This is an optimization exercise on Yosys and OpenROAD, whose aim is small area, a short achievable clock period and few clock cycles, not a production implementation.
In this exercise RTL edits were held to simulation tests only and were not proved equivalent to the original.

[flow/flow/run.sh]
#!/bin/bash
# Standard ORFS layout with buf_2 port buffers and timing repair aimed at a
# 4.3 ns path delay (the constraints stay the design's: 17 ns clock).
set -euo pipefail
bash standard.sh "BUFFER_PORTS_ARGS=-buffer_cell sky130_fd_sc_hd__buf_2" SETUP_SLACK_MARGIN=12.8 MATCH_CELL_FOOTPRINT=0 finish > flow.log 2>&1
[flow/standard.sh]
#!/bin/bash
# synth_recipe.tcl (not shown) runs the flow's synth.tcl, then flattens the netlist and writes it again
# the make line also repeats each setting of config.mk as NAME=value (left out here)
make -C /OpenROAD-flow-scripts/flow DESIGN_CONFIG=/design/flow/config.mk WORK_HOME=/design/flow/orfs CLKGATE_MAP_FILE= SYNTH_SCRIPT=/design/flow/synth_recipe.tcl "${@:-finish}"
[flow/config.mk]
export PLATFORM = sky130hd
export DESIGN_NAME = csi_top
export DESIGN_NICKNAME = csi_top
export VERILOG_FILES = /design/flow/design.v
export SDC_FILE = /design/flow/constraint.sdc
export NUM_CORES = 4
export LEC_CHECK = 0
export CAP_MARGIN = 20
export CORE_MARGIN = 2
export CORE_UTILIZATION = 65
export CTS_CLUSTER_DIAMETER = 100
export CTS_CLUSTER_SIZE = 30
export PLACE_DENSITY = 0.75
export SLEW_MARGIN = 20
export SYNTH_HIERARCHICAL = 1
export SYNTH_MINIMUM_KEEP_SIZE = 0
[flow/constraint.sdc]
create_clock -name core_clock -period 17.0 [get_ports {clk}]
set_input_delay 3.4000 -clock core_clock [delete_from_list [all_inputs] [get_ports {clk}]]
set_output_delay 3.4000 -clock core_clock [all_outputs]
set_load 0.01 [all_outputs]
[flow/design.v]
`timescale 1ns/100ps
module csi_fa (
	input  wire a, b, c,
	output wire s, co
);
assign s  = a ^ b ^ c;
assign co = (a & b) | (a & c) | (b & c);
endmodule
module csi_ha (
	input  wire a, b,
	output wire s, co
);
assign s  = a ^ b;
assign co = a & b;
endmodule
`timescale 1ns/100ps
module csi_top (
	input  logic        clk,
	input  logic        rst_n,
	input  logic        start,
	output logic [17:0] sram_addr,
	output logic [15:0] sram_wdata,
	output logic        sram_we_n,
	input  logic [15:0] sram_rdata,
	output logic        done
);
localparam logic [17:0] U_BASE   = 18'd38400;
localparam logic [17:0] V_BASE   = 18'd57600;
localparam logic [17:0] RGB_BASE = 18'd146944;
localparam logic [15:0] C_END    = 16'd38406;
logic        run;
logic        we;        
logic [4:0]  ph;        
logic [15:0] c;         
logic [7:0]  col;       
logic [17:0] wc;        
wire wact = (|c[15:3]) | (c[2] & c[1]);    
logic [7:0]  uh, ul, vh, vl;
logic [7:0]  L [0:10];
wire [7:0] ins  = ph[0] ? (c[0] ? vl : vh) : (c[0] ? ul : uh);
logic      head, t157, t158, t159;    
wire [7:0] tp1 = t159 ? L[6] : L[4];
wire [7:0] tp2 = t159 ? L[6] : (t158 ? L[4] : L[2]);
wire [7:0] tp3 = t159 ? L[6] : (t158 ? L[4] : (t157 ? L[2] : L[0]));
logic [8:0] ia, ib, ic;
wire [7:0] tm1 = L[8];
wire [7:0] tm2 = L[10];
wire [7:0] tp0 = L[6];
logic [8:0] uo, vo;
wire  [16:0] it_s, it_c;
wire it_n1 = ~ia[0];
wire it_n2, it_n3;
csi_ha u_it_n2 (.a(ia[1]), .b(ia[3]), .s(it_n2), .co(it_n3));
wire it_n4, it_n5;
csi_ha u_it_n4 (.a(ia[0]), .b(~ia[5]), .s(it_n4), .co(it_n5));
wire it_n6 = ~(ia[1] ^ ~ia[6]);
wire it_n7 = ia[1] | ~ia[6];
wire it_n8, it_n9;
csi_fa u_it_n8 (.a(~ib[0]), .b(ib[3]), .c(ib[4]), .s(it_n8), .co(it_n9));
wire it_n10, it_n11;
csi_fa u_it_n10 (.a(ia[2]), .b(~ia[7]), .c(~ib[1]), .s(it_n10), .co(it_n11));
wire it_n12, it_n13;
csi_fa u_it_n12 (.a(ib[4]), .b(ib[5]), .c(ic[3]), .s(it_n12), .co(it_n13));
wire it_n14, it_n15;
csi_ha u_it_n14 (.a(ic[5]), .b(ic[7]), .s(it_n14), .co(it_n15));
wire it_n16, it_n17;
csi_fa u_it_n16 (.a(~ia[8]), .b(~ib[2]), .c(ib[5]), .s(it_n16), .co(it_n17));
wire it_n18, it_n19;
csi_fa u_it_n18 (.a(ib[6]), .b(ic[4]), .c(ic[6]), .s(it_n18), .co(it_n19));
wire it_n20, it_n21;
csi_fa u_it_n20 (.a(ic[8]), .b(ia[0]), .c(it_n2), .s(it_n20), .co(it_n21));
wire it_n22 = ~(ia[2] ^ ia[4]);
wire it_n23 = ia[2] | ia[4];
wire it_n24, it_n25;
csi_fa u_it_n24 (.a(~ib[3]), .b(ib[6]), .c(ib[7]), .s(it_n24), .co(it_n25));
wire it_n26, it_n27;
csi_fa u_it_n26 (.a(ic[5]), .b(ic[7]), .c(it_n3), .s(it_n26), .co(it_n27));
wire it_n28 = ~(ia[3] ^ ia[5]);
wire it_n29 = ia[3] | ia[5];
wire it_n30, it_n31;
csi_fa u_it_n30 (.a(~ib[4]), .b(ib[7]), .c(ib[8]), .s(it_n30), .co(it_n31));
wire it_n32, it_n33;
csi_ha u_it_n32 (.a(ic[6]), .b(ic[8]), .s(it_n32), .co(it_n33));
wire it_n34 = ~(ia[4] ^ ia[6]);
wire it_n35 = ia[4] | ia[6];
wire it_n36, it_n37;
csi_ha u_it_n36 (.a(~ib[5]), .b(ib[8]), .s(it_n36), .co(it_n37));
wire it_n38 = ~ia[5];
wire it_n39, it_n40;
csi_ha u_it_n39 (.a(~ia[3]), .b(ib[0]), .s(it_n39), .co(it_n40));
wire it_n41, it_n42;
csi_fa u_it_n41 (.a(~ia[4]), .b(ib[1]), .c(ib[2]), .s(it_n41), .co(it_n42));
wire it_n43, it_n44;
csi_ha u_it_n43 (.a(ic[0]), .b(ic[2]), .s(it_n43), .co(it_n44));
wire it_n45, it_n46;
csi_fa u_it_n45 (.a(ib[2]), .b(ib[3]), .c(ic[1]), .s(it_n45), .co(it_n46));
wire it_n47, it_n48;
csi_fa u_it_n47 (.a(ic[3]), .b(ic[5]), .c(it_n4), .s(it_n47), .co(it_n48));
wire it_n49, it_n50;
csi_fa u_it_n49 (.a(ic[2]), .b(ic[4]), .c(ic[6]), .s(it_n49), .co(it_n50));
wire it_n51, it_n52;
csi_fa u_it_n51 (.a(it_n6), .b(it_n5), .c(it_n8), .s(it_n51), .co(it_n52));
wire it_n53, it_n54;
csi_fa u_it_n53 (.a(it_n1), .b(it_n10), .c(it_n12), .s(it_n53), .co(it_n54));
wire it_n55, it_n56;
csi_fa u_it_n55 (.a(it_n7), .b(it_n14), .c(it_n9), .s(it_n55), .co(it_n56));
wire it_n57, it_n58;
csi_fa u_it_n57 (.a(it_n16), .b(it_n18), .c(it_n20), .s(it_n57), .co(it_n58));
wire it_n59, it_n60;
csi_fa u_it_n59 (.a(it_n15), .b(it_n11), .c(it_n13), .s(it_n59), .co(it_n60));
wire it_n61, it_n62;
csi_fa u_it_n61 (.a(it_n22), .b(it_n24), .c(it_n26), .s(it_n61), .co(it_n62));
wire it_n63, it_n64;
csi_fa u_it_n63 (.a(it_n17), .b(it_n19), .c(it_n21), .s(it_n63), .co(it_n64));
wire it_n65, it_n66;
csi_fa u_it_n65 (.a(it_n28), .b(it_n32), .c(it_n30), .s(it_n65), .co(it_n66));
wire it_n67, it_n68;
csi_fa u_it_n67 (.a(it_n23), .b(it_n25), .c(it_n27), .s(it_n67), .co(it_n68));
wire it_n69, it_n70;
csi_fa u_it_n69 (.a(ic[7]), .b(it_n34), .c(it_n36), .s(it_n69), .co(it_n70));
wire it_n71, it_n72;
csi_fa u_it_n71 (.a(it_n29), .b(it_n33), .c(it_n31), .s(it_n71), .co(it_n72));
wire it_n73, it_n74;
csi_fa u_it_n73 (.a(ia[7]), .b(~ib[6]), .c(ic[8]), .s(it_n73), .co(it_n74));
wire it_n75, it_n76;
csi_fa u_it_n75 (.a(it_n38), .b(it_n35), .c(it_n37), .s(it_n75), .co(it_n76));
wire it_n77 = ~(ia[6] ^ ia[8]);
wire it_n78 = ia[6] | ia[8];
wire it_n79, it_n80;
csi_ha u_it_n79 (.a(~ib[7]), .b(ia[5]), .s(it_n79), .co(it_n80));
wire it_n81 = ~ia[7];
wire it_n82, it_n83;
csi_ha u_it_n82 (.a(~ia[2]), .b(ib[0]), .s(it_n82), .co(it_n83));
wire it_n84, it_n85;
csi_fa u_it_n84 (.a(ib[1]), .b(ic[1]), .c(ic[3]), .s(it_n84), .co(it_n85));
wire it_n86, it_n87;
csi_fa u_it_n86 (.a(ic[4]), .b(it_n43), .c(it_n41), .s(it_n86), .co(it_n87));
wire it_n88, it_n89;
csi_fa u_it_n88 (.a(it_n42), .b(it_n45), .c(it_n47), .s(it_n88), .co(it_n89));
wire it_n90, it_n91;
csi_fa u_it_n90 (.a(it_n46), .b(it_n49), .c(it_n51), .s(it_n90), .co(it_n91));
wire it_n92, it_n93;
csi_fa u_it_n92 (.a(it_n50), .b(it_n55), .c(it_n53), .s(it_n92), .co(it_n93));
wire it_n94, it_n95;
csi_fa u_it_n94 (.a(it_n59), .b(it_n54), .c(it_n57), .s(it_n94), .co(it_n95));
wire it_n96, it_n97;
csi_fa u_it_n96 (.a(it_n61), .b(it_n63), .c(it_n58), .s(it_n96), .co(it_n97));
wire it_n98, it_n99;
csi_fa u_it_n98 (.a(it_n65), .b(it_n62), .c(it_n67), .s(it_n98), .co(it_n99));
wire it_n100, it_n101;
csi_fa u_it_n100 (.a(it_n69), .b(it_n71), .c(it_n66), .s(it_n100), .co(it_n101));
wire it_n102, it_n103;
csi_fa u_it_n102 (.a(it_n73), .b(it_n70), .c(it_n75), .s(it_n102), .co(it_n103));
wire it_n104, it_n105;
csi_fa u_it_n104 (.a(it_n77), .b(it_n79), .c(it_n74), .s(it_n104), .co(it_n105));
wire it_n106, it_n107;
csi_fa u_it_n106 (.a(~ib[8]), .b(it_n81), .c(it_n78), .s(it_n106), .co(it_n107));
wire it_n108 = ~ia[8];
wire it_n109 = ~~ia[0];
wire it_n110, it_n111;
csi_ha u_it_n110 (.a(~ia[1]), .b(ic[1]), .s(it_n110), .co(it_n111));
wire it_n112, it_n113;
csi_fa u_it_n112 (.a(ic[0]), .b(ic[2]), .c(it_n82), .s(it_n112), .co(it_n113));
wire it_n114, it_n115;
csi_fa u_it_n114 (.a(it_n83), .b(it_n39), .c(it_n84), .s(it_n114), .co(it_n115));
wire it_n116, it_n117;
csi_fa u_it_n116 (.a(it_n40), .b(it_n85), .c(it_n86), .s(it_n116), .co(it_n117));
wire it_n118, it_n119;
csi_fa u_it_n118 (.a(it_n44), .b(it_n87), .c(it_n88), .s(it_n118), .co(it_n119));
wire it_n120, it_n121;
csi_fa u_it_n120 (.a(it_n48), .b(it_n89), .c(it_n90), .s(it_n120), .co(it_n121));
wire it_n122, it_n123;
csi_fa u_it_n122 (.a(it_n52), .b(it_n91), .c(it_n92), .s(it_n122), .co(it_n123));
wire it_n124, it_n125;
csi_fa u_it_n124 (.a(it_n56), .b(it_n93), .c(it_n94), .s(it_n124), .co(it_n125));
wire it_n126, it_n127;
csi_fa u_it_n126 (.a(it_n60), .b(it_n95), .c(it_n96), .s(it_n126), .co(it_n127));
wire it_n128, it_n129;
csi_fa u_it_n128 (.a(it_n64), .b(it_n98), .c(it_n97), .s(it_n128), .co(it_n129));
wire it_n130, it_n131;
csi_fa u_it_n130 (.a(it_n68), .b(it_n100), .c(it_n99), .s(it_n130), .co(it_n131));
wire it_n132, it_n133;
csi_fa u_it_n132 (.a(it_n72), .b(it_n102), .c(it_n101), .s(it_n132), .co(it_n133));
wire it_n134, it_n135;
csi_fa u_it_n134 (.a(it_n76), .b(it_n104), .c(it_n103), .s(it_n134), .co(it_n135));
wire it_n136, it_n137;
csi_fa u_it_n136 (.a(it_n80), .b(it_n106), .c(it_n105), .s(it_n136), .co(it_n137));
wire it_n138, it_n139;
csi_fa u_it_n138 (.a(ia[7]), .b(it_n108), .c(it_n107), .s(it_n138), .co(it_n139));
wire it_n140 = ~ia[8];
assign it_s = {it_n140, it_n138, it_n136, it_n134, it_n132, it_n130, it_n128, it_n126, it_n124, it_n122, it_n120, it_n118, it_n116, it_n114, it_n112, it_n110, ic[0]};
assign it_c = {it_n139, it_n137, it_n135, it_n133, it_n131, it_n129, it_n127, it_n125, it_n123, it_n121, it_n119, it_n117, it_n115, it_n113, it_n111, ~ia[0], it_n109};
wire [16:0] isum = it_s + it_c;
wire [8:0]  ires = isum[16:8];
function automatic logic [8:0] ex(input logic [7:0] s);    
	ex = {s[7], ~s[7], s[6:0]};
endfunction
logic [7:0] ycur, ylo;         
logic [8:0] xcur;              
logic       selb;              
logic [8:0] gnu, gnv;          
wire [7:0]  rb_y = ycur;
wire [8:0]  rb_x = xcur;
wire        rb_selb = selb;
wire [7:0]  g_y = ycur;
wire [8:0]  g_nu = gnu;
wire [8:0]  g_nv = gnv;
wire [26:0] rbt_s, rbt_c, gt_s, gt_c;
wire rbt_n1 = ~~rb_y[6];
wire rbt_n2, rbt_n3;
csi_ha u_rbt_n2 (.a(rb_y[0]), .b(~rb_y[7]), .s(rbt_n2), .co(rbt_n3));
wire rbt_n4, rbt_n5;
csi_fa u_rbt_n4 (.a(rb_y[0]), .b(rb_y[2]), .c(rb_x[4]), .s(rbt_n4), .co(rbt_n5));
wire rbt_n6, rbt_n7;
csi_fa u_rbt_n6 (.a(rb_y[1]), .b(rb_y[3]), .c(rb_x[5]), .s(rbt_n6), .co(rbt_n7));
wire rbt_n8, rbt_n9;
csi_fa u_rbt_n8 (.a(rb_y[0]), .b(rb_y[2]), .c(rb_y[4]), .s(rbt_n8), .co(rbt_n9));
wire rbt_n10 = ~(rb_y[1] ^ rb_y[3]);
wire rbt_n11 = rb_y[1] | rb_y[3];
wire rbt_n12, rbt_n13;
csi_ha u_rbt_n12 (.a(rb_y[5]), .b(rb_x[7]), .s(rbt_n12), .co(rbt_n13));
wire rbt_n14 = ~(rb_y[2] ^ rb_y[4]);
wire rbt_n15 = rb_y[2] | rb_y[4];
wire rbt_n16, rbt_n17;
csi_fa u_rbt_n16 (.a(rb_y[6]), .b(rb_x[8]), .c((rb_selb ? rb_x[5] : rb_x[0])), .s(rbt_n16), .co(rbt_n17));
wire rbt_n18, rbt_n19;
csi_fa u_rbt_n18 (.a(rb_y[0]), .b(rb_y[3]), .c(rb_y[5]), .s(rbt_n18), .co(rbt_n19));
wire rbt_n20, rbt_n21;
csi_fa u_rbt_n20 (.a(rb_y[7]), .b((~rb_selb & rb_x[0])), .c((rb_selb ? rb_x[6] : rb_x[1])), .s(rbt_n20), .co(rbt_n21));
wire rbt_n22, rbt_n23;
csi_fa u_rbt_n22 (.a(rb_y[1]), .b(rb_y[4]), .c(rb_y[6]), .s(rbt_n22), .co(rbt_n23));
wire rbt_n24, rbt_n25;
csi_ha u_rbt_n24 (.a((rb_selb ? rb_x[0] : rb_x[1])), .b((rb_selb ? rb_x[7] : rb_x[2])), .s(rbt_n24), .co(rbt_n25));
wire rbt_n26, rbt_n27;
csi_fa u_rbt_n26 (.a(rb_y[2]), .b(rb_y[5]), .c(rb_y[7]), .s(rbt_n26), .co(rbt_n27));
wire rbt_n28, rbt_n29;
csi_fa u_rbt_n28 (.a((rb_selb ? rb_x[1] : rb_x[2])), .b((rb_selb ? rb_x[8] : rb_x[3])), .c((~rb_selb & rb_x[6])), .s(rbt_n28), .co(rbt_n29));
wire rbt_n30, rbt_n31;
csi_fa u_rbt_n30 (.a(rb_y[3]), .b(rb_y[6]), .c((rb_selb ? rb_x[2] : rb_x[3])), .s(rbt_n30), .co(rbt_n31));
wire rbt_n32, rbt_n33;
csi_ha u_rbt_n32 (.a((~rb_selb & rb_x[4])), .b((~rb_selb & rb_x[7])), .s(rbt_n32), .co(rbt_n33));
wire rbt_n34, rbt_n35;
csi_fa u_rbt_n34 (.a(rb_y[4]), .b(rb_y[7]), .c((rb_selb ? rb_x[3] : rb_x[4])), .s(rbt_n34), .co(rbt_n35));
wire rbt_n36, rbt_n37;
csi_ha u_rbt_n36 (.a(~rb_y[2]), .b(rb_x[0]), .s(rbt_n36), .co(rbt_n37));
wire rbt_n38, rbt_n39;
csi_fa u_rbt_n38 (.a(~rb_y[3]), .b(rb_x[1]), .c(rb_x[4]), .s(rbt_n38), .co(rbt_n39));
wire rbt_n40 = ~(~rb_y[4] ^ rb_x[2]);
wire rbt_n41 = ~rb_y[4] | rb_x[2];
wire rbt_n42, rbt_n43;
csi_ha u_rbt_n42 (.a(rb_x[5]), .b(rb_x[6]), .s(rbt_n42), .co(rbt_n43));
wire rbt_n44, rbt_n45;
csi_fa u_rbt_n44 (.a(~rb_y[5]), .b(rb_x[0]), .c(rb_x[3]), .s(rbt_n44), .co(rbt_n45));
wire rbt_n46, rbt_n47;
csi_fa u_rbt_n46 (.a(rb_x[6]), .b(rb_x[7]), .c((rb_selb & rb_x[4])), .s(rbt_n46), .co(rbt_n47));
wire rbt_n48, rbt_n49;
csi_fa u_rbt_n48 (.a(rb_x[1]), .b(rb_x[4]), .c(rb_x[7]), .s(rbt_n48), .co(rbt_n49));
wire rbt_n50, rbt_n51;
csi_fa u_rbt_n50 (.a(rb_x[8]), .b((rb_selb & rb_x[5])), .c(rbt_n1), .s(rbt_n50), .co(rbt_n51));
wire rbt_n52, rbt_n53;
csi_fa u_rbt_n52 (.a(rb_x[2]), .b(rb_x[5]), .c(rb_x[8]), .s(rbt_n52), .co(rbt_n53));
wire rbt_n54, rbt_n55;
csi_fa u_rbt_n54 (.a((rb_selb & rb_x[6])), .b(~rb_y[6]), .c(rbt_n2), .s(rbt_n54), .co(rbt_n55));
wire rbt_n56, rbt_n57;
csi_fa u_rbt_n56 (.a(rb_y[1]), .b(rb_x[3]), .c(rb_x[6]), .s(rbt_n56), .co(rbt_n57));
wire rbt_n58, rbt_n59;
csi_fa u_rbt_n58 (.a((rb_selb & rb_x[0])), .b((rb_selb & rb_x[7])), .c(rbt_n3), .s(rbt_n58), .co(rbt_n59));
wire rbt_n60, rbt_n61;
csi_fa u_rbt_n60 (.a(rb_x[7]), .b((rb_selb & rb_x[1])), .c((rb_selb & rb_x[8])), .s(rbt_n60), .co(rbt_n61));
wire rbt_n62, rbt_n63;
csi_fa u_rbt_n62 (.a((~rb_selb & rb_x[0])), .b(~rb_selb), .c(rbt_n4), .s(rbt_n62), .co(rbt_n63));
wire rbt_n64, rbt_n65;
csi_fa u_rbt_n64 (.a(rb_x[8]), .b((rb_selb & rb_x[2])), .c((~rb_selb & rb_x[0])), .s(rbt_n64), .co(rbt_n65));
wire rbt_n66, rbt_n67;
csi_fa u_rbt_n66 (.a((~rb_selb & rb_x[1])), .b(rbt_n5), .c(rbt_n6), .s(rbt_n66), .co(rbt_n67));
wire rbt_n68, rbt_n69;
csi_fa u_rbt_n68 (.a(rb_x[6]), .b((rb_selb & rb_x[3])), .c((~rb_selb & rb_x[1])), .s(rbt_n68), .co(rbt_n69));
wire rbt_n70, rbt_n71;
csi_fa u_rbt_n70 (.a((~rb_selb & rb_x[2])), .b(rbt_n7), .c(rbt_n8), .s(rbt_n70), .co(rbt_n71));
wire rbt_n72, rbt_n73;
csi_fa u_rbt_n72 (.a((rb_selb & rb_x[4])), .b((~rb_selb & rb_x[2])), .c((~rb_selb & rb_x[3])), .s(rbt_n72), .co(rbt_n73));
wire rbt_n74, rbt_n75;
csi_fa u_rbt_n74 (.a(rbt_n10), .b(rbt_n12), .c(rbt_n9), .s(rbt_n74), .co(rbt_n75));
wire rbt_n76, rbt_n77;
csi_fa u_rbt_n76 (.a((~rb_selb & rb_x[3])), .b((~rb_selb & rb_x[4])), .c(rbt_n14), .s(rbt_n76), .co(rbt_n77));
wire rbt_n78, rbt_n79;
csi_fa u_rbt_n78 (.a(rbt_n11), .b(rbt_n13), .c(rbt_n16), .s(rbt_n78), .co(rbt_n79));
wire rbt_n80, rbt_n81;
csi_fa u_rbt_n80 (.a((~rb_selb & rb_x[4])), .b((~rb_selb & rb_x[5])), .c(rbt_n18), .s(rbt_n80), .co(rbt_n81));
wire rbt_n82, rbt_n83;
csi_fa u_rbt_n82 (.a(rbt_n15), .b(rbt_n17), .c(rbt_n20), .s(rbt_n82), .co(rbt_n83));
wire rbt_n84, rbt_n85;
csi_fa u_rbt_n84 (.a((~rb_selb & rb_x[5])), .b((~rb_selb & rb_x[6])), .c(rbt_n22), .s(rbt_n84), .co(rbt_n85));
wire rbt_n86, rbt_n87;
csi_fa u_rbt_n86 (.a(rbt_n24), .b(rbt_n19), .c(rbt_n21), .s(rbt_n86), .co(rbt_n87));
wire rbt_n88, rbt_n89;
csi_fa u_rbt_n88 (.a((~rb_selb & rb_x[7])), .b(~rb_selb), .c(rbt_n26), .s(rbt_n88), .co(rbt_n89));
wire rbt_n90, rbt_n91;
csi_fa u_rbt_n90 (.a(rbt_n25), .b(rbt_n23), .c(rbt_n28), .s(rbt_n90), .co(rbt_n91));
wire rbt_n92, rbt_n93;
csi_fa u_rbt_n92 (.a((~rb_selb & rb_x[8])), .b(rb_selb), .c(rbt_n30), .s(rbt_n92), .co(rbt_n93));
wire rbt_n94, rbt_n95;
csi_fa u_rbt_n94 (.a(rbt_n32), .b(rbt_n27), .c(rbt_n29), .s(rbt_n94), .co(rbt_n95));
wire rbt_n96, rbt_n97;
csi_fa u_rbt_n96 (.a((~rb_selb & rb_x[5])), .b((~rb_selb & rb_x[8])), .c(~rb_selb), .s(rbt_n96), .co(rbt_n97));
wire rbt_n98, rbt_n99;
csi_fa u_rbt_n98 (.a(rbt_n33), .b(rbt_n31), .c(rbt_n34), .s(rbt_n98), .co(rbt_n99));
wire rbt_n100, rbt_n101;
csi_fa u_rbt_n100 (.a(rb_y[5]), .b((rb_selb ? rb_x[4] : rb_x[5])), .c((~rb_selb & rb_x[6])), .s(rbt_n100), .co(rbt_n101));
wire rbt_n102, rbt_n103;
csi_ha u_rbt_n102 (.a(rb_selb), .b(rbt_n35), .s(rbt_n102), .co(rbt_n103));
wire rbt_n104 = ~(rb_y[6] ^ (rb_selb ? rb_x[5] : rb_x[6]));
wire rbt_n105 = rb_y[6] | (rb_selb ? rb_x[5] : rb_x[6]);
wire rbt_n106, rbt_n107;
csi_ha u_rbt_n106 (.a(rb_y[7]), .b((rb_selb ? rb_x[6] : rb_x[7])), .s(rbt_n106), .co(rbt_n107));
wire rbt_n108 = ~~rb_y[0];
wire rbt_n109, rbt_n110;
csi_fa u_rbt_n109 (.a(~rb_y[1]), .b(rb_x[2]), .c(rb_x[3]), .s(rbt_n109), .co(rbt_n110));
wire rbt_n111, rbt_n112;
csi_fa u_rbt_n111 (.a(rb_x[3]), .b(rb_x[4]), .c((rb_selb & rb_x[1])), .s(rbt_n111), .co(rbt_n112));
wire rbt_n113, rbt_n114;
csi_fa u_rbt_n113 (.a(rb_x[5]), .b((rb_selb & rb_x[2])), .c(rbt_n38), .s(rbt_n113), .co(rbt_n114));
wire rbt_n115, rbt_n116;
csi_fa u_rbt_n115 (.a((rb_selb & rb_x[3])), .b(rbt_n40), .c(rbt_n42), .s(rbt_n115), .co(rbt_n116));
wire rbt_n117, rbt_n118;
csi_fa u_rbt_n117 (.a(rbt_n41), .b(rbt_n44), .c(rbt_n46), .s(rbt_n117), .co(rbt_n118));
wire rbt_n119, rbt_n120;
csi_fa u_rbt_n119 (.a(rbt_n45), .b(rbt_n48), .c(rbt_n50), .s(rbt_n119), .co(rbt_n120));
wire rbt_n121, rbt_n122;
csi_fa u_rbt_n121 (.a(rbt_n49), .b(rbt_n52), .c(rbt_n54), .s(rbt_n121), .co(rbt_n122));
wire rbt_n123, rbt_n124;
csi_fa u_rbt_n123 (.a(rbt_n53), .b(rbt_n56), .c(rbt_n58), .s(rbt_n123), .co(rbt_n124));
wire rbt_n125, rbt_n126;
csi_fa u_rbt_n125 (.a(rbt_n57), .b(rbt_n60), .c(rbt_n62), .s(rbt_n125), .co(rbt_n126));
wire rbt_n127, rbt_n128;
csi_fa u_rbt_n127 (.a(rbt_n61), .b(rbt_n64), .c(rbt_n66), .s(rbt_n127), .co(rbt_n128));
wire rbt_n129, rbt_n130;
csi_fa u_rbt_n129 (.a(rbt_n65), .b(rbt_n68), .c(rbt_n70), .s(rbt_n129), .co(rbt_n130));
wire rbt_n131, rbt_n132;
csi_fa u_rbt_n131 (.a(rbt_n69), .b(rbt_n72), .c(rbt_n74), .s(rbt_n131), .co(rbt_n132));
wire rbt_n133, rbt_n134;
csi_fa u_rbt_n133 (.a(rbt_n73), .b(rbt_n76), .c(rbt_n78), .s(rbt_n133), .co(rbt_n134));
wire rbt_n135, rbt_n136;
csi_fa u_rbt_n135 (.a(rbt_n77), .b(rbt_n80), .c(rbt_n82), .s(rbt_n135), .co(rbt_n136));
wire rbt_n137, rbt_n138;
csi_fa u_rbt_n137 (.a(rbt_n81), .b(rbt_n84), .c(rbt_n86), .s(rbt_n137), .co(rbt_n138));
wire rbt_n139, rbt_n140;
csi_fa u_rbt_n139 (.a(rbt_n85), .b(rbt_n88), .c(rbt_n90), .s(rbt_n139), .co(rbt_n140));
wire rbt_n141, rbt_n142;
csi_fa u_rbt_n141 (.a(rbt_n89), .b(rbt_n92), .c(rbt_n94), .s(rbt_n141), .co(rbt_n142));
wire rbt_n143, rbt_n144;
csi_fa u_rbt_n143 (.a(rbt_n96), .b(rbt_n93), .c(rbt_n98), .s(rbt_n143), .co(rbt_n144));
wire rbt_n145, rbt_n146;
csi_fa u_rbt_n145 (.a(rbt_n97), .b(rbt_n100), .c(rbt_n102), .s(rbt_n145), .co(rbt_n146));
wire rbt_n147, rbt_n148;
csi_fa u_rbt_n147 (.a((~rb_selb & rb_x[7])), .b(rbt_n104), .c(rbt_n101), .s(rbt_n147), .co(rbt_n148));
wire rbt_n149, rbt_n150;
csi_fa u_rbt_n149 (.a((~rb_selb & rb_x[8])), .b(rb_selb), .c(rbt_n106), .s(rbt_n149), .co(rbt_n150));
wire rbt_n151, rbt_n152;
csi_ha u_rbt_n151 (.a((rb_selb ? rb_x[7] : rb_x[8])), .b(rb_selb), .s(rbt_n151), .co(rbt_n152));
wire rbt_n153, rbt_n154;
csi_ha u_rbt_n153 (.a(rb_x[1]), .b(rb_x[2]), .s(rbt_n153), .co(rbt_n154));
wire rbt_n155, rbt_n156;
csi_fa u_rbt_n155 (.a((rb_selb & rb_x[0])), .b(~rb_y[0]), .c(rbt_n109), .s(rbt_n155), .co(rbt_n156));
wire rbt_n157, rbt_n158;
csi_fa u_rbt_n157 (.a(rbt_n36), .b(rbt_n110), .c(rbt_n111), .s(rbt_n157), .co(rbt_n158));
wire rbt_n159, rbt_n160;
csi_fa u_rbt_n159 (.a(rbt_n37), .b(rbt_n112), .c(rbt_n113), .s(rbt_n159), .co(rbt_n160));
wire rbt_n161, rbt_n162;
csi_fa u_rbt_n161 (.a(rbt_n39), .b(rbt_n115), .c(rbt_n114), .s(rbt_n161), .co(rbt_n162));
wire rbt_n163, rbt_n164;
csi_fa u_rbt_n163 (.a(rbt_n43), .b(rbt_n116), .c(rbt_n117), .s(rbt_n163), .co(rbt_n164));
wire rbt_n165, rbt_n166;
csi_fa u_rbt_n165 (.a(rbt_n47), .b(rbt_n118), .c(rbt_n119), .s(rbt_n165), .co(rbt_n166));
wire rbt_n167, rbt_n168;
csi_fa u_rbt_n167 (.a(rbt_n51), .b(rbt_n120), .c(rbt_n121), .s(rbt_n167), .co(rbt_n168));
wire rbt_n169, rbt_n170;
csi_fa u_rbt_n169 (.a(rbt_n55), .b(rbt_n123), .c(rbt_n122), .s(rbt_n169), .co(rbt_n170));
wire rbt_n171, rbt_n172;
csi_fa u_rbt_n171 (.a(rbt_n59), .b(rbt_n124), .c(rbt_n125), .s(rbt_n171), .co(rbt_n172));
wire rbt_n173, rbt_n174;
csi_fa u_rbt_n173 (.a(rbt_n63), .b(rbt_n126), .c(rbt_n127), .s(rbt_n173), .co(rbt_n174));
wire rbt_n175, rbt_n176;
csi_fa u_rbt_n175 (.a(rbt_n67), .b(rbt_n128), .c(rbt_n129), .s(rbt_n175), .co(rbt_n176));
wire rbt_n177, rbt_n178;
csi_fa u_rbt_n177 (.a(rbt_n71), .b(rbt_n131), .c(rbt_n130), .s(rbt_n177), .co(rbt_n178));
wire rbt_n179, rbt_n180;
csi_fa u_rbt_n179 (.a(rbt_n75), .b(rbt_n132), .c(rbt_n133), .s(rbt_n179), .co(rbt_n180));
wire rbt_n181, rbt_n182;
csi_fa u_rbt_n181 (.a(rbt_n79), .b(rbt_n134), .c(rbt_n135), .s(rbt_n181), .co(rbt_n182));
wire rbt_n183, rbt_n184;
csi_fa u_rbt_n183 (.a(rbt_n83), .b(rbt_n136), .c(rbt_n137), .s(rbt_n183), .co(rbt_n184));
wire rbt_n185, rbt_n186;
csi_fa u_rbt_n185 (.a(rbt_n87), .b(rbt_n138), .c(rbt_n139), .s(rbt_n185), .co(rbt_n186));
wire rbt_n187, rbt_n188;
csi_fa u_rbt_n187 (.a(rbt_n91), .b(rbt_n140), .c(rbt_n141), .s(rbt_n187), .co(rbt_n188));
wire rbt_n189, rbt_n190;
csi_fa u_rbt_n189 (.a(rbt_n95), .b(rbt_n143), .c(rbt_n142), .s(rbt_n189), .co(rbt_n190));
wire rbt_n191, rbt_n192;
csi_fa u_rbt_n191 (.a(rbt_n99), .b(rbt_n145), .c(rbt_n144), .s(rbt_n191), .co(rbt_n192));
wire rbt_n193, rbt_n194;
csi_fa u_rbt_n193 (.a(rbt_n103), .b(rbt_n147), .c(rbt_n146), .s(rbt_n193), .co(rbt_n194));
wire rbt_n195, rbt_n196;
csi_fa u_rbt_n195 (.a(rbt_n105), .b(rbt_n149), .c(rbt_n148), .s(rbt_n195), .co(rbt_n196));
wire rbt_n197, rbt_n198;
csi_fa u_rbt_n197 (.a(rbt_n107), .b(rbt_n151), .c(rbt_n150), .s(rbt_n197), .co(rbt_n198));
wire rbt_n199, rbt_n200;
csi_fa u_rbt_n199 (.a((rb_selb & rb_x[8])), .b(~rb_selb), .c(rbt_n152), .s(rbt_n199), .co(rbt_n200));
assign rbt_s = {1'b1, rbt_n199, rbt_n197, rbt_n195, rbt_n193, rbt_n191, rbt_n189, rbt_n187, rbt_n185, rbt_n183, rbt_n181, rbt_n179, rbt_n177, rbt_n175, rbt_n173, rbt_n171, rbt_n169, rbt_n167, rbt_n165, rbt_n163, rbt_n161, rbt_n159, rbt_n157, rbt_n155, rbt_n108, rb_x[0], rb_x[0]};
assign rbt_c = {rbt_n200, rbt_n198, rbt_n196, rbt_n194, rbt_n192, rbt_n190, rbt_n188, rbt_n186, rbt_n184, rbt_n182, rbt_n180, rbt_n178, rbt_n176, rbt_n174, rbt_n172, rbt_n170, rbt_n168, rbt_n166, rbt_n164, rbt_n162, rbt_n160, rbt_n158, rbt_n156, rbt_n154, rbt_n153, rb_x[1], 1'b0};
wire gt_n1, gt_n2;
csi_ha u_gt_n1 (.a(g_y[0]), .b(g_y[3]), .s(gt_n1), .co(gt_n2));
wire gt_n3 = ~(g_y[1] ^ g_y[4]);
wire gt_n4 = g_y[1] | g_y[4];
wire gt_n5, gt_n6;
csi_ha u_gt_n5 (.a(g_y[2]), .b(g_y[5]), .s(gt_n5), .co(gt_n6));
wire gt_n7 = ~g_y[1];
wire gt_n8, gt_n9;
csi_fa u_gt_n8 (.a(g_y[0]), .b(g_y[2]), .c(g_y[4]), .s(gt_n8), .co(gt_n9));
wire gt_n10 = ~(g_y[1] ^ g_y[3]);
wire gt_n11 = g_y[1] | g_y[3];
wire gt_n12, gt_n13;
csi_fa u_gt_n12 (.a(g_y[5]), .b(g_nu[0]), .c(g_nu[1]), .s(gt_n12), .co(gt_n13));
wire gt_n14, gt_n15;
csi_fa u_gt_n14 (.a(g_y[2]), .b(g_y[4]), .c(g_y[6]), .s(gt_n14), .co(gt_n15));
wire gt_n16, gt_n17;
csi_fa u_gt_n16 (.a(g_nu[1]), .b(g_nu[2]), .c(g_nu[5]), .s(gt_n16), .co(gt_n17));
wire gt_n18, gt_n19;
csi_ha u_gt_n18 (.a(g_nv[0]), .b(g_nv[1]), .s(gt_n18), .co(gt_n19));
wire gt_n20, gt_n21;
csi_fa u_gt_n20 (.a(g_y[5]), .b(g_y[7]), .c(g_nu[2]), .s(gt_n20), .co(gt_n21));
wire gt_n22, gt_n23;
csi_fa u_gt_n22 (.a(g_nu[3]), .b(g_nu[6]), .c(g_nv[1]), .s(gt_n22), .co(gt_n23));
wire gt_n24, gt_n25;
csi_fa u_gt_n24 (.a(g_nv[2]), .b(g_nv[4]), .c(gt_n1), .s(gt_n24), .co(gt_n25));
wire gt_n26, gt_n27;
csi_fa u_gt_n26 (.a(g_y[6]), .b(g_nu[3]), .c(g_nu[4]), .s(gt_n26), .co(gt_n27));
wire gt_n28, gt_n29;
csi_fa u_gt_n28 (.a(g_nu[7]), .b(g_nv[2]), .c(g_nv[3]), .s(gt_n28), .co(gt_n29));
wire gt_n30, gt_n31;
csi_fa u_gt_n30 (.a(g_nv[5]), .b(gt_n3), .c(gt_n2), .s(gt_n30), .co(gt_n31));
wire gt_n32, gt_n33;
csi_fa u_gt_n32 (.a(g_y[7]), .b(g_nu[4]), .c(g_nu[5]), .s(gt_n32), .co(gt_n33));
wire gt_n34, gt_n35;
csi_fa u_gt_n34 (.a(g_nu[8]), .b(g_nv[3]), .c(g_nv[4]), .s(gt_n34), .co(gt_n35));
wire gt_n36, gt_n37;
csi_fa u_gt_n36 (.a(g_nv[6]), .b(gt_n4), .c(gt_n5), .s(gt_n36), .co(gt_n37));
wire gt_n38 = ~(g_y[3] ^ g_y[6]);
wire gt_n39 = g_y[3] | g_y[6];
wire gt_n40, gt_n41;
csi_fa u_gt_n40 (.a(g_nu[5]), .b(g_nu[6]), .c(g_nv[4]), .s(gt_n40), .co(gt_n41));
wire gt_n42, gt_n43;
csi_fa u_gt_n42 (.a(g_nv[5]), .b(g_nv[7]), .c(gt_n6), .s(gt_n42), .co(gt_n43));
wire gt_n44 = ~(g_y[4] ^ g_y[7]);
wire gt_n45 = g_y[4] | g_y[7];
wire gt_n46, gt_n47;
csi_fa u_gt_n46 (.a(g_nu[6]), .b(g_nu[7]), .c(g_nv[5]), .s(gt_n46), .co(gt_n47));
wire gt_n48, gt_n49;
csi_ha u_gt_n48 (.a(g_nv[6]), .b(g_nv[8]), .s(gt_n48), .co(gt_n49));
wire gt_n50 = ~(g_y[5] ^ g_nu[7]);
wire gt_n51 = g_y[5] | g_nu[7];
wire gt_n52, gt_n53;
csi_ha u_gt_n52 (.a(g_nu[8]), .b(g_nv[6]), .s(gt_n52), .co(gt_n53));
wire gt_n54 = ~~g_y[2];
wire gt_n55 = ~(~g_y[3] ^ g_nu[1]);
wire gt_n56 = ~g_y[3] | g_nu[1];
wire gt_n57, gt_n58;
csi_ha u_gt_n57 (.a(g_nu[2]), .b(g_nv[0]), .s(gt_n57), .co(gt_n58));
wire gt_n59 = ~(~g_y[4] ^ g_nu[2]);
wire gt_n60 = ~g_y[4] | g_nu[2];
wire gt_n61, gt_n62;
csi_fa u_gt_n61 (.a(g_nu[3]), .b(g_nv[1]), .c(g_nv[6]), .s(gt_n61), .co(gt_n62));
wire gt_n63, gt_n64;
csi_fa u_gt_n63 (.a(~g_y[5]), .b(g_nu[3]), .c(g_nu[4]), .s(gt_n63), .co(gt_n64));
wire gt_n65, gt_n66;
csi_ha u_gt_n65 (.a(g_nv[2]), .b(g_nv[7]), .s(gt_n65), .co(gt_n66));
wire gt_n67 = ~(~g_y[6] ^ g_nu[4]);
wire gt_n68 = ~g_y[6] | g_nu[4];
wire gt_n69, gt_n70;
csi_fa u_gt_n69 (.a(g_nu[5]), .b(g_nv[3]), .c(g_nv[8]), .s(gt_n69), .co(gt_n70));
wire gt_n71 = ~(g_y[0] ^ ~g_y[7]);
wire gt_n72 = g_y[0] | ~g_y[7];
wire gt_n73, gt_n74;
csi_fa u_gt_n73 (.a(g_nu[5]), .b(g_nu[6]), .c(g_nv[4]), .s(gt_n73), .co(gt_n74));
wire gt_n75 = ~(g_y[1] ^ g_nu[0]);
wire gt_n76 = g_y[1] | g_nu[0];
wire gt_n77, gt_n78;
csi_fa u_gt_n77 (.a(g_nu[6]), .b(g_nu[7]), .c(g_nv[5]), .s(gt_n77), .co(gt_n78));
wire gt_n79, gt_n80;
csi_fa u_gt_n79 (.a(g_y[0]), .b(g_y[2]), .c(g_nu[1]), .s(gt_n79), .co(gt_n80));
wire gt_n81, gt_n82;
csi_fa u_gt_n81 (.a(g_nu[7]), .b(g_nu[8]), .c(g_nv[6]), .s(gt_n81), .co(gt_n82));
wire gt_n83, gt_n84;
csi_fa u_gt_n83 (.a(g_y[3]), .b(g_nu[2]), .c(g_nu[8]), .s(gt_n83), .co(gt_n84));
wire gt_n85, gt_n86;
csi_fa u_gt_n85 (.a(g_nv[0]), .b(g_nv[7]), .c(gt_n7), .s(gt_n85), .co(gt_n86));
wire gt_n87, gt_n88;
csi_fa u_gt_n87 (.a(g_nu[0]), .b(g_nu[3]), .c(g_nv[1]), .s(gt_n87), .co(gt_n88));
wire gt_n89, gt_n90;
csi_fa u_gt_n89 (.a(g_nv[8]), .b(g_y[1]), .c(gt_n8), .s(gt_n89), .co(gt_n90));
wire gt_n91, gt_n92;
csi_fa u_gt_n91 (.a(g_nu[4]), .b(g_nv[0]), .c(g_nv[2]), .s(gt_n91), .co(gt_n92));
wire gt_n93, gt_n94;
csi_fa u_gt_n93 (.a(gt_n10), .b(gt_n9), .c(gt_n12), .s(gt_n93), .co(gt_n94));
wire gt_n95, gt_n96;
csi_fa u_gt_n95 (.a(g_nv[3]), .b(gt_n14), .c(gt_n16), .s(gt_n95), .co(gt_n96));
wire gt_n97, gt_n98;
csi_fa u_gt_n97 (.a(gt_n11), .b(gt_n18), .c(gt_n13), .s(gt_n97), .co(gt_n98));
wire gt_n99, gt_n100;
csi_fa u_gt_n99 (.a(gt_n20), .b(gt_n22), .c(gt_n24), .s(gt_n99), .co(gt_n100));
wire gt_n101, gt_n102;
csi_fa u_gt_n101 (.a(gt_n19), .b(gt_n15), .c(gt_n17), .s(gt_n101), .co(gt_n102));
wire gt_n103, gt_n104;
csi_fa u_gt_n103 (.a(gt_n26), .b(gt_n28), .c(gt_n30), .s(gt_n103), .co(gt_n104));
wire gt_n105, gt_n106;
csi_fa u_gt_n105 (.a(gt_n21), .b(gt_n23), .c(gt_n25), .s(gt_n105), .co(gt_n106));
wire gt_n107, gt_n108;
csi_fa u_gt_n107 (.a(gt_n32), .b(gt_n34), .c(gt_n36), .s(gt_n107), .co(gt_n108));
wire gt_n109, gt_n110;
csi_fa u_gt_n109 (.a(gt_n27), .b(gt_n29), .c(gt_n31), .s(gt_n109), .co(gt_n110));
wire gt_n111, gt_n112;
csi_fa u_gt_n111 (.a(gt_n38), .b(gt_n40), .c(gt_n42), .s(gt_n111), .co(gt_n112));
wire gt_n113, gt_n114;
csi_fa u_gt_n113 (.a(gt_n33), .b(gt_n35), .c(gt_n37), .s(gt_n113), .co(gt_n114));
wire gt_n115, gt_n116;
csi_fa u_gt_n115 (.a(gt_n44), .b(gt_n48), .c(gt_n46), .s(gt_n115), .co(gt_n116));
wire gt_n117, gt_n118;
csi_fa u_gt_n117 (.a(gt_n39), .b(gt_n41), .c(gt_n43), .s(gt_n117), .co(gt_n118));
wire gt_n119, gt_n120;
csi_fa u_gt_n119 (.a(g_nv[7]), .b(gt_n50), .c(gt_n52), .s(gt_n119), .co(gt_n120));
wire gt_n121, gt_n122;
csi_fa u_gt_n121 (.a(gt_n45), .b(gt_n49), .c(gt_n47), .s(gt_n121), .co(gt_n122));
wire gt_n123, gt_n124;
csi_fa u_gt_n123 (.a(g_y[6]), .b(g_nu[8]), .c(g_nv[7]), .s(gt_n123), .co(gt_n124));
wire gt_n125, gt_n126;
csi_fa u_gt_n125 (.a(g_nv[8]), .b(gt_n51), .c(gt_n53), .s(gt_n125), .co(gt_n126));
wire gt_n127 = ~g_y[7];
wire gt_n128 = ~~g_y[1];
wire gt_n129, gt_n130;
csi_fa u_gt_n129 (.a(g_nu[0]), .b(g_nu[1]), .c(g_nv[4]), .s(gt_n129), .co(gt_n130));
wire gt_n131, gt_n132;
csi_fa u_gt_n131 (.a(g_nv[5]), .b(gt_n55), .c(gt_n57), .s(gt_n131), .co(gt_n132));
wire gt_n133, gt_n134;
csi_fa u_gt_n133 (.a(gt_n59), .b(gt_n56), .c(gt_n61), .s(gt_n133), .co(gt_n134));
wire gt_n135, gt_n136;
csi_fa u_gt_n135 (.a(gt_n60), .b(gt_n65), .c(gt_n63), .s(gt_n135), .co(gt_n136));
wire gt_n137, gt_n138;
csi_fa u_gt_n137 (.a(gt_n67), .b(gt_n64), .c(gt_n69), .s(gt_n137), .co(gt_n138));
wire gt_n139, gt_n140;
csi_fa u_gt_n139 (.a(gt_n71), .b(gt_n68), .c(gt_n73), .s(gt_n139), .co(gt_n140));
wire gt_n141, gt_n142;
csi_fa u_gt_n141 (.a(gt_n75), .b(gt_n72), .c(gt_n77), .s(gt_n141), .co(gt_n142));
wire gt_n143, gt_n144;
csi_fa u_gt_n143 (.a(gt_n76), .b(gt_n79), .c(gt_n81), .s(gt_n143), .co(gt_n144));
wire gt_n145, gt_n146;
csi_fa u_gt_n145 (.a(gt_n80), .b(gt_n83), .c(gt_n85), .s(gt_n145), .co(gt_n146));
wire gt_n147, gt_n148;
csi_fa u_gt_n147 (.a(gt_n84), .b(gt_n87), .c(gt_n89), .s(gt_n147), .co(gt_n148));
wire gt_n149, gt_n150;
csi_fa u_gt_n149 (.a(gt_n88), .b(gt_n91), .c(gt_n93), .s(gt_n149), .co(gt_n150));
wire gt_n151, gt_n152;
csi_fa u_gt_n151 (.a(gt_n92), .b(gt_n97), .c(gt_n95), .s(gt_n151), .co(gt_n152));
wire gt_n153, gt_n154;
csi_fa u_gt_n153 (.a(gt_n101), .b(gt_n96), .c(gt_n99), .s(gt_n153), .co(gt_n154));
wire gt_n155, gt_n156;
csi_fa u_gt_n155 (.a(gt_n105), .b(gt_n100), .c(gt_n103), .s(gt_n155), .co(gt_n156));
wire gt_n157, gt_n158;
csi_fa u_gt_n157 (.a(gt_n109), .b(gt_n104), .c(gt_n107), .s(gt_n157), .co(gt_n158));
wire gt_n159, gt_n160;
csi_fa u_gt_n159 (.a(gt_n111), .b(gt_n113), .c(gt_n108), .s(gt_n159), .co(gt_n160));
wire gt_n161, gt_n162;
csi_fa u_gt_n161 (.a(gt_n115), .b(gt_n112), .c(gt_n117), .s(gt_n161), .co(gt_n162));
wire gt_n163, gt_n164;
csi_fa u_gt_n163 (.a(gt_n119), .b(gt_n121), .c(gt_n116), .s(gt_n163), .co(gt_n164));
wire gt_n165, gt_n166;
csi_fa u_gt_n165 (.a(gt_n123), .b(gt_n120), .c(gt_n125), .s(gt_n165), .co(gt_n166));
wire gt_n167, gt_n168;
csi_fa u_gt_n167 (.a(g_nv[8]), .b(gt_n127), .c(gt_n124), .s(gt_n167), .co(gt_n168));
wire gt_n169 = ~~g_y[0];
wire gt_n170, gt_n171;
csi_fa u_gt_n170 (.a(g_nu[0]), .b(g_nv[3]), .c(gt_n128), .s(gt_n170), .co(gt_n171));
wire gt_n172, gt_n173;
csi_fa u_gt_n172 (.a(~g_y[1]), .b(gt_n54), .c(gt_n129), .s(gt_n172), .co(gt_n173));
wire gt_n174, gt_n175;
csi_fa u_gt_n174 (.a(~g_y[2]), .b(gt_n130), .c(gt_n131), .s(gt_n174), .co(gt_n175));
wire gt_n176, gt_n177;
csi_fa u_gt_n176 (.a(gt_n58), .b(gt_n132), .c(gt_n133), .s(gt_n176), .co(gt_n177));
wire gt_n178, gt_n179;
csi_fa u_gt_n178 (.a(gt_n62), .b(gt_n134), .c(gt_n135), .s(gt_n178), .co(gt_n179));
wire gt_n180, gt_n181;
csi_fa u_gt_n180 (.a(gt_n66), .b(gt_n136), .c(gt_n137), .s(gt_n180), .co(gt_n181));
wire gt_n182, gt_n183;
csi_fa u_gt_n182 (.a(gt_n70), .b(gt_n139), .c(gt_n138), .s(gt_n182), .co(gt_n183));
wire gt_n184, gt_n185;
csi_fa u_gt_n184 (.a(gt_n74), .b(gt_n140), .c(gt_n141), .s(gt_n184), .co(gt_n185));
wire gt_n186, gt_n187;
csi_fa u_gt_n186 (.a(gt_n78), .b(gt_n142), .c(gt_n143), .s(gt_n186), .co(gt_n187));
wire gt_n188, gt_n189;
csi_fa u_gt_n188 (.a(gt_n82), .b(gt_n144), .c(gt_n145), .s(gt_n188), .co(gt_n189));
wire gt_n190, gt_n191;
csi_fa u_gt_n190 (.a(gt_n86), .b(gt_n146), .c(gt_n147), .s(gt_n190), .co(gt_n191));
wire gt_n192, gt_n193;
csi_fa u_gt_n192 (.a(gt_n90), .b(gt_n148), .c(gt_n149), .s(gt_n192), .co(gt_n193));
wire gt_n194, gt_n195;
csi_fa u_gt_n194 (.a(gt_n94), .b(gt_n150), .c(gt_n151), .s(gt_n194), .co(gt_n195));
wire gt_n196, gt_n197;
csi_fa u_gt_n196 (.a(gt_n98), .b(gt_n152), .c(gt_n153), .s(gt_n196), .co(gt_n197));
wire gt_n198, gt_n199;
csi_fa u_gt_n198 (.a(gt_n102), .b(gt_n154), .c(gt_n155), .s(gt_n198), .co(gt_n199));
wire gt_n200, gt_n201;
csi_fa u_gt_n200 (.a(gt_n106), .b(gt_n156), .c(gt_n157), .s(gt_n200), .co(gt_n201));
wire gt_n202, gt_n203;
csi_fa u_gt_n202 (.a(gt_n110), .b(gt_n158), .c(gt_n159), .s(gt_n202), .co(gt_n203));
wire gt_n204, gt_n205;
csi_fa u_gt_n204 (.a(gt_n114), .b(gt_n161), .c(gt_n160), .s(gt_n204), .co(gt_n205));
wire gt_n206, gt_n207;
csi_fa u_gt_n206 (.a(gt_n118), .b(gt_n163), .c(gt_n162), .s(gt_n206), .co(gt_n207));
wire gt_n208, gt_n209;
csi_fa u_gt_n208 (.a(gt_n122), .b(gt_n165), .c(gt_n164), .s(gt_n208), .co(gt_n209));
wire gt_n210, gt_n211;
csi_fa u_gt_n210 (.a(gt_n126), .b(gt_n167), .c(gt_n166), .s(gt_n210), .co(gt_n211));
wire gt_n212, gt_n213;
csi_ha u_gt_n212 (.a(g_y[7]), .b(gt_n168), .s(gt_n212), .co(gt_n213));
assign gt_s = {1'b1, 1'b1, gt_n212, gt_n210, gt_n208, gt_n206, gt_n204, gt_n202, gt_n200, gt_n198, gt_n196, gt_n194, gt_n192, gt_n190, gt_n188, gt_n186, gt_n184, gt_n182, gt_n180, gt_n178, gt_n176, gt_n174, gt_n172, gt_n170, g_nv[2], g_nv[1], 1'b1};
assign gt_c = {1'b0, gt_n213, gt_n211, gt_n209, gt_n207, gt_n205, gt_n203, gt_n201, gt_n199, gt_n197, gt_n195, gt_n193, gt_n191, gt_n189, gt_n187, gt_n185, gt_n183, gt_n181, gt_n179, gt_n177, gt_n175, gt_n173, gt_n171, ~g_y[0], gt_n169, 1'b0, g_nv[0]};
wire [16:0] rb_lo = {1'b0, rbt_s[15:0]} + {1'b0, rbt_c[15:0]};
wire [16:0] g_lo  = {1'b0, gt_s[15:0]} + {1'b0, gt_c[15:0]};
logic [10:0] rb_hs, rb_hc, g_hs, g_hc;
logic        rb_cy, g_cy;
function automatic logic [7:0] clip(input logic [10:0] h);   
	if (h[10])
		clip = 8'd0;
	else if (h[9] | h[8])
		clip = 8'd255;
	else
		clip = h[7:0];
endfunction
wire [10:0] rb_h = rb_hs + rb_hc + {10'd0, rb_cy};
wire [10:0] g_h  = g_hs + g_hc + {10'd0, g_cy};
wire [7:0]  rb   = clip(rb_h);
wire [7:0]  gg   = clip(g_h);
logic [7:0] bbuf;
always_ff @(posedge clk or negedge rst_n) begin
	if (!rst_n) begin
		run       <= 1'b0;
		done      <= 1'b0;
		we   <= 1'b0;
	end else begin
		we   <= run & wact & (ph[1] | ph[3] | ph[4]);
		if (!run) begin
			if (start) begin
				run  <= 1'b1;
				done <= 1'b0;
			end
		end else if (ph[0] && c == C_END) begin
			run  <= 1'b0;
			done <= 1'b1;
		end
	end
end
always_ff @(posedge clk) begin
	if (!run) begin
		ph  <= 5'b00001;
		c   <= 16'd0;
		col  <= 8'd155;
		head <= 1'b0;
		t157 <= 1'b0;
		t158 <= 1'b0;
		t159 <= 1'b0;
		wc  <= RGB_BASE;
	end else begin
		ph <= {ph[3:0], ph[4]};
		if (ph[4]) begin
			c    <= c + 16'd1;
			col  <= t159 ? 8'd0 : col + 8'd1;
			head <= t159;
			t157 <= (col == 8'd156);
			t158 <= t157;
			t159 <= t158;
		end
		if (wact & (ph[1] | ph[3] | ph[4]))
			wc <= wc + 18'd1;
	end
end
assign sram_we_n = ~we;
always_ff @(posedge clk) begin
	if (ph[0])
		sram_addr <= {2'b00, c - 16'd5};
	else if (ph[2])
		sram_addr <= (c[0] ? U_BASE : V_BASE) + {3'b000, c[15:1]};
	else
		sram_addr <= wc;
	sram_wdata[15:8] <= ph[1] ? rb : (ph[3] ? bbuf : gg);
	sram_wdata[7:0]  <= ph[1] ? gg : rb;
	if (ph[2])
		bbuf <= rb;
end
always_ff @(posedge clk) begin
	if (ph[3]) begin
		ycur <= sram_rdata[15:8];
		ylo  <= sram_rdata[7:0];
	end else if (ph[1]) begin
		ycur <= ylo;
	end
	if (ph[0] & c[0])
		{vh, vl} <= sram_rdata;
	if (ph[0] & ~c[0])
		{uh, ul} <= sram_rdata;
	if (run & (ph[0] | ph[2])) begin
		L[0] <= ins;
		for (int i = 1; i <= 10; i++)
			L[i] <= L[i-1];
		if (head) begin
			L[8]  <= L[5];
			L[10] <= L[5];
		end
	end
end
always_ff @(posedge clk) begin
	xcur <= ph[4] ? ex(L[7]) : (ph[0] ? ex(L[6]) : (ph[1] ? vo : uo));
	selb <= ph[0] | ph[2];
	gnu  <= ~(ph[4] ? ex(L[6]) : uo);
	gnv  <= ~(ph[4] ? ex(L[7]) : vo);
	ia <= {1'b0, tp0} + {1'b0, tp1};
	ib <= {1'b0, tm1} + {1'b0, tp2};
	ic <= {1'b0, tm2} + {1'b0, tp3};
	if (ph[3])
		vo <= ires;
	if (ph[4])
		uo <= ires;
	rb_hs <= rbt_s[26:16];
	rb_hc <= rbt_c[26:16];
	rb_cy <= rb_lo[16];
	g_hs  <= gt_s[26:16];
	g_hc  <= gt_c[26:16];
	g_cy  <= g_lo[16];
end
endmodule
==> reports/results.txt <==
outcome -> complete, no violations
fmax -> 224 MHz
Max Slew Vio Count -> 0
FF-to-FF setup slack -> 12.81 ns
CTS tree -> done
Netlist Area Pre-Place -> 0.0206 mm2
reg2reg start -> ia[3]
count leader, synth -> fa_1
CTS Buf Count -> 16
crit path max fanout -> 1
CTS root buffer -> clkbuf_16
#FFs+latches synth -> 347
Worst-path clk slew -> 0.11 ns
worst hold start -> L[3][5]
Total Wirelength -> 42600 um
vias in the first global route -> 12900
CP required -> 13.60 ns
Synth cell types -> 67
reg2reg path depth -> 12
number of flops mapped to enable cells by yosys -> 162
initial DRC count -> 988
RSZ-0062 raised after global routing -> yes
HPWL after detailed placement -> 32400 um
adder-cell share of the synthesized area -> 0.310
total number of vias -> 12500
hold crit path type -> flip-flop to flip-flop
Vias/cell -> 5.84
Relative slew margins -> 0.299
synth warn -> 8
initial antenna violation count -> 0
crit end category -> primary output
ANT cells -> 0
Hold Path End -> L[4][5]
Register Area -> 0.00861 mm2
grt ovf -> 0
port bufs -> 54
DIE HEIGHT -> 182 um
Clock Sinks -> 347
simple-gate share of the synthesized area -> 0.0878
Avg Inst Size Synth -> 12.3 um2
Setup-failing EPs final -> 0
total negative setup slack -> 0 ns
crit path time final -> 4.47 ns
Crit Path Class -> flip-flop to primary output
CTS max path bufs -> 3
nets -> 2118
area delta synth->final -> 7.35%
clock skew -> 0.0368 ns
core area -> 0.0314 mm2
Initial DRT Pass Iterations -> 5
Worst Setup Start Kind -> flip-flop
xor and xnor fraction of the mapped netlist area -> 0.0353
layout cells sized above 1 -> 0.105
filler instances -> 2210
row cnt -> 65
die width -> 182 um
Post-synth top cells -> 231 x fa_1, 182 x dfxtp_1, 162 x edfxtp_1
Hold Fails Final Rpt -> 0
area of the multi-input gates -> 0.0114 mm2
routed len/inst -> 19.9 um
actual slew at the worst max-slew pin -> 1.05 ns
worst skew pair latency -> 0.53 ns
Synth area leader -> edfxtp_1
Die Area -> 0.0332 mm2
largest net degree at the start of global routing -> 89
Synth area leaders -> edfxtp_1 24%, fa_1 22%, dfxtp_1 18%
H-tree depth -> 1
Synth Area in Compound Gates -> 0.0796
Starting Density -> 0.657
top cell type's share of synthesized area -> 0.236
Critical Path, Cell by Cell -> inv_1 > buf_2
DRC -> 0
gpl congestion -> 0.880
syn nets -> 2071
Largest stage delay, worst path -> 0.37 ns
max-cap viol count -> 0
io pins -> 55
Min-Delay Path Depth -> 0
Mapped Cells -> 1679
hold buffers post-CTS -> 0
antenna viol nets, final -> 0
Crit Reg-Reg Endpoint -> vo[8]
CP max-delay cell -> dfrtp_1
FFs w/ async S/R, synth -> 0.00865
largest family of logic cells by synthesized area -> adder cells
first-pass GRT wire length -> 69300 um
post-synthesis mux area share -> 0.0346
WHS -> 0.417 ns
WP data arrival -> 1.07 ns
global-route usage over all layers -> 0.269
Top FF cell, synth -> dfxtp_1
Tcrit/Tclk final -> 0.263
DP Worst Slack -> 12.45 ns
sequential share of the synthesized area -> 0.416
final worst setup slack -> 12.53 ns
==> final cells by class <==
type / count / area share
clock buffers: 25 / 0.0222
flip-flops and latches: 347 / 0.389
multi-input cells: 1138 / 0.515
inverters: 144 / 0.0244
well taps: 402 / 0.0227
repair buffers: 79 / 0.0245
clock inverters: 3 / 0.00237
==> what timing repair did <==
action	CTS	global route
endpoints found under the setup margin	47	43
gates resized for setup	18	29
buffers inserted	3	12
pin swaps	4	10
==> state kept, by name, indices dropped and copies added (netlist names), 10 cells and up <==
register and flops:
L 88, sram_addr 18, wc 18, c 16
sram_wdata 16, rb_hc 11, g_hc 10, rb_hs 10
==> per-module statistics from Yosys (local to each module, per instance) <==
module   cells  cell area (um2)  flops+latches
csi_fa       1             20.0              0
csi_ha       1             12.5              0
csi_top   1428            15800            347
==> cell families (layout without fill, tap and decap cells) <==
kind of cell | count (synthesis) | count (layout)
xor gates and xnor gates | 83 | 83
muxes | 60 | 60
DFF | 347 | 347
buffers and inverters | 194 | 251
adders and majority gates | 373 | 373
AOI/OAI and AO/OA | 263 | 263
and+or+nand+nor | 359 | 359
==> worst max path at each step <==
stage | startpoint | end | slack, ns | cells past startpoint
2_1_floorplan | ia[7] | uo[7] | 12.88 | 13
3_3_place_gp | ia[7] | uo[7] | 12.53 | 13
3_5_place_dp | ia[7] | uo[8] | 12.45 | 13
4_1_cts | we | sram_we_n | 12.50 | 2
5_1_grt | we | sram_we_n | 12.48 | 2
6_report | we | sram_we_n | 12.53 | 2
==> per-stage QoR <==
| stage | instances | area, um2 | util |
|---|---|---|---|
| floorplan | 1679 | 20600 | - |
| global placement | 2095 | 21300 | 0.678 |
| detailed placement | 2095 | 21300 | 0.678 |
| CTS | 2126 | 21900 | 0.697 |
| global route | 2138 | 22100 | 0.705 |
| finish | 2138 | 22100 | 0.705 |
==> layout by cell type (no fill, tap or decap), types with 20 or more instances in the layout <==
cell and count:
nand2_1 86, edfxtp_1 162, xor2_1 25, fa_1 228
o21ai_0 88, xnor2_1 58, nor2_1 82, a21o_1 20
nor2b_1 29, and2_1 41, inv_1 140, ha_1 137
buf_2 45, nor3_1 27, dfxtp_1 161, buf_4 22
mux2i_1 42, a21oi_1 56
==> critical path: cells and delay by family, from the launching register on <==
family	cells	cell delay [ns]
flip-flops	1	0.37
buffers and inverters	2	0.16
==> layer usage <==
metal / part of all wire / vias to the layer above / track usage
li1: - / 5839 / -
met1: 0.45 / 6267 / 0.395
met2: 0.47 / 346 / 0.440
met3: 0.059 / 38 / 0.0385
met4: 0.017 / 0 / 0.0445
met5: 0 / - / 0
Testbench counts, summed over its fixed seeds: cycles 2,304,384.

[afterwards: timing with drivers on the ports]
How much do the figures lean on ideal ports? The routed layout below was timed once more, with nothing changed but the port constraints.
Step 1, drivers: a clkbuf_16 drives clk and a buf_2 each remaining input, both assumed.
Step 2, shift: input delay + t, output delay - t, t = (earliest + latest rising clock arrival at the registers) / 2. This alone moves slack from input paths to output paths.
a / b / c = no drivers / after step 1 / after step 2; a / b = the first two.
shift t [ns]: 0.570
slack for setup (ns): 12.526 / 12.473 / 12.809
worst hold slack (ns): 0.417 / 0.417 / 0.417
worst setup path at the end: register to register
worst register clock-pin slew, ns: 0.11 / 0.11
After both steps this run still meets setup and hold. The setup slack of this run moves by -0.053 ns with the drivers and by +0.283 ns with both steps.
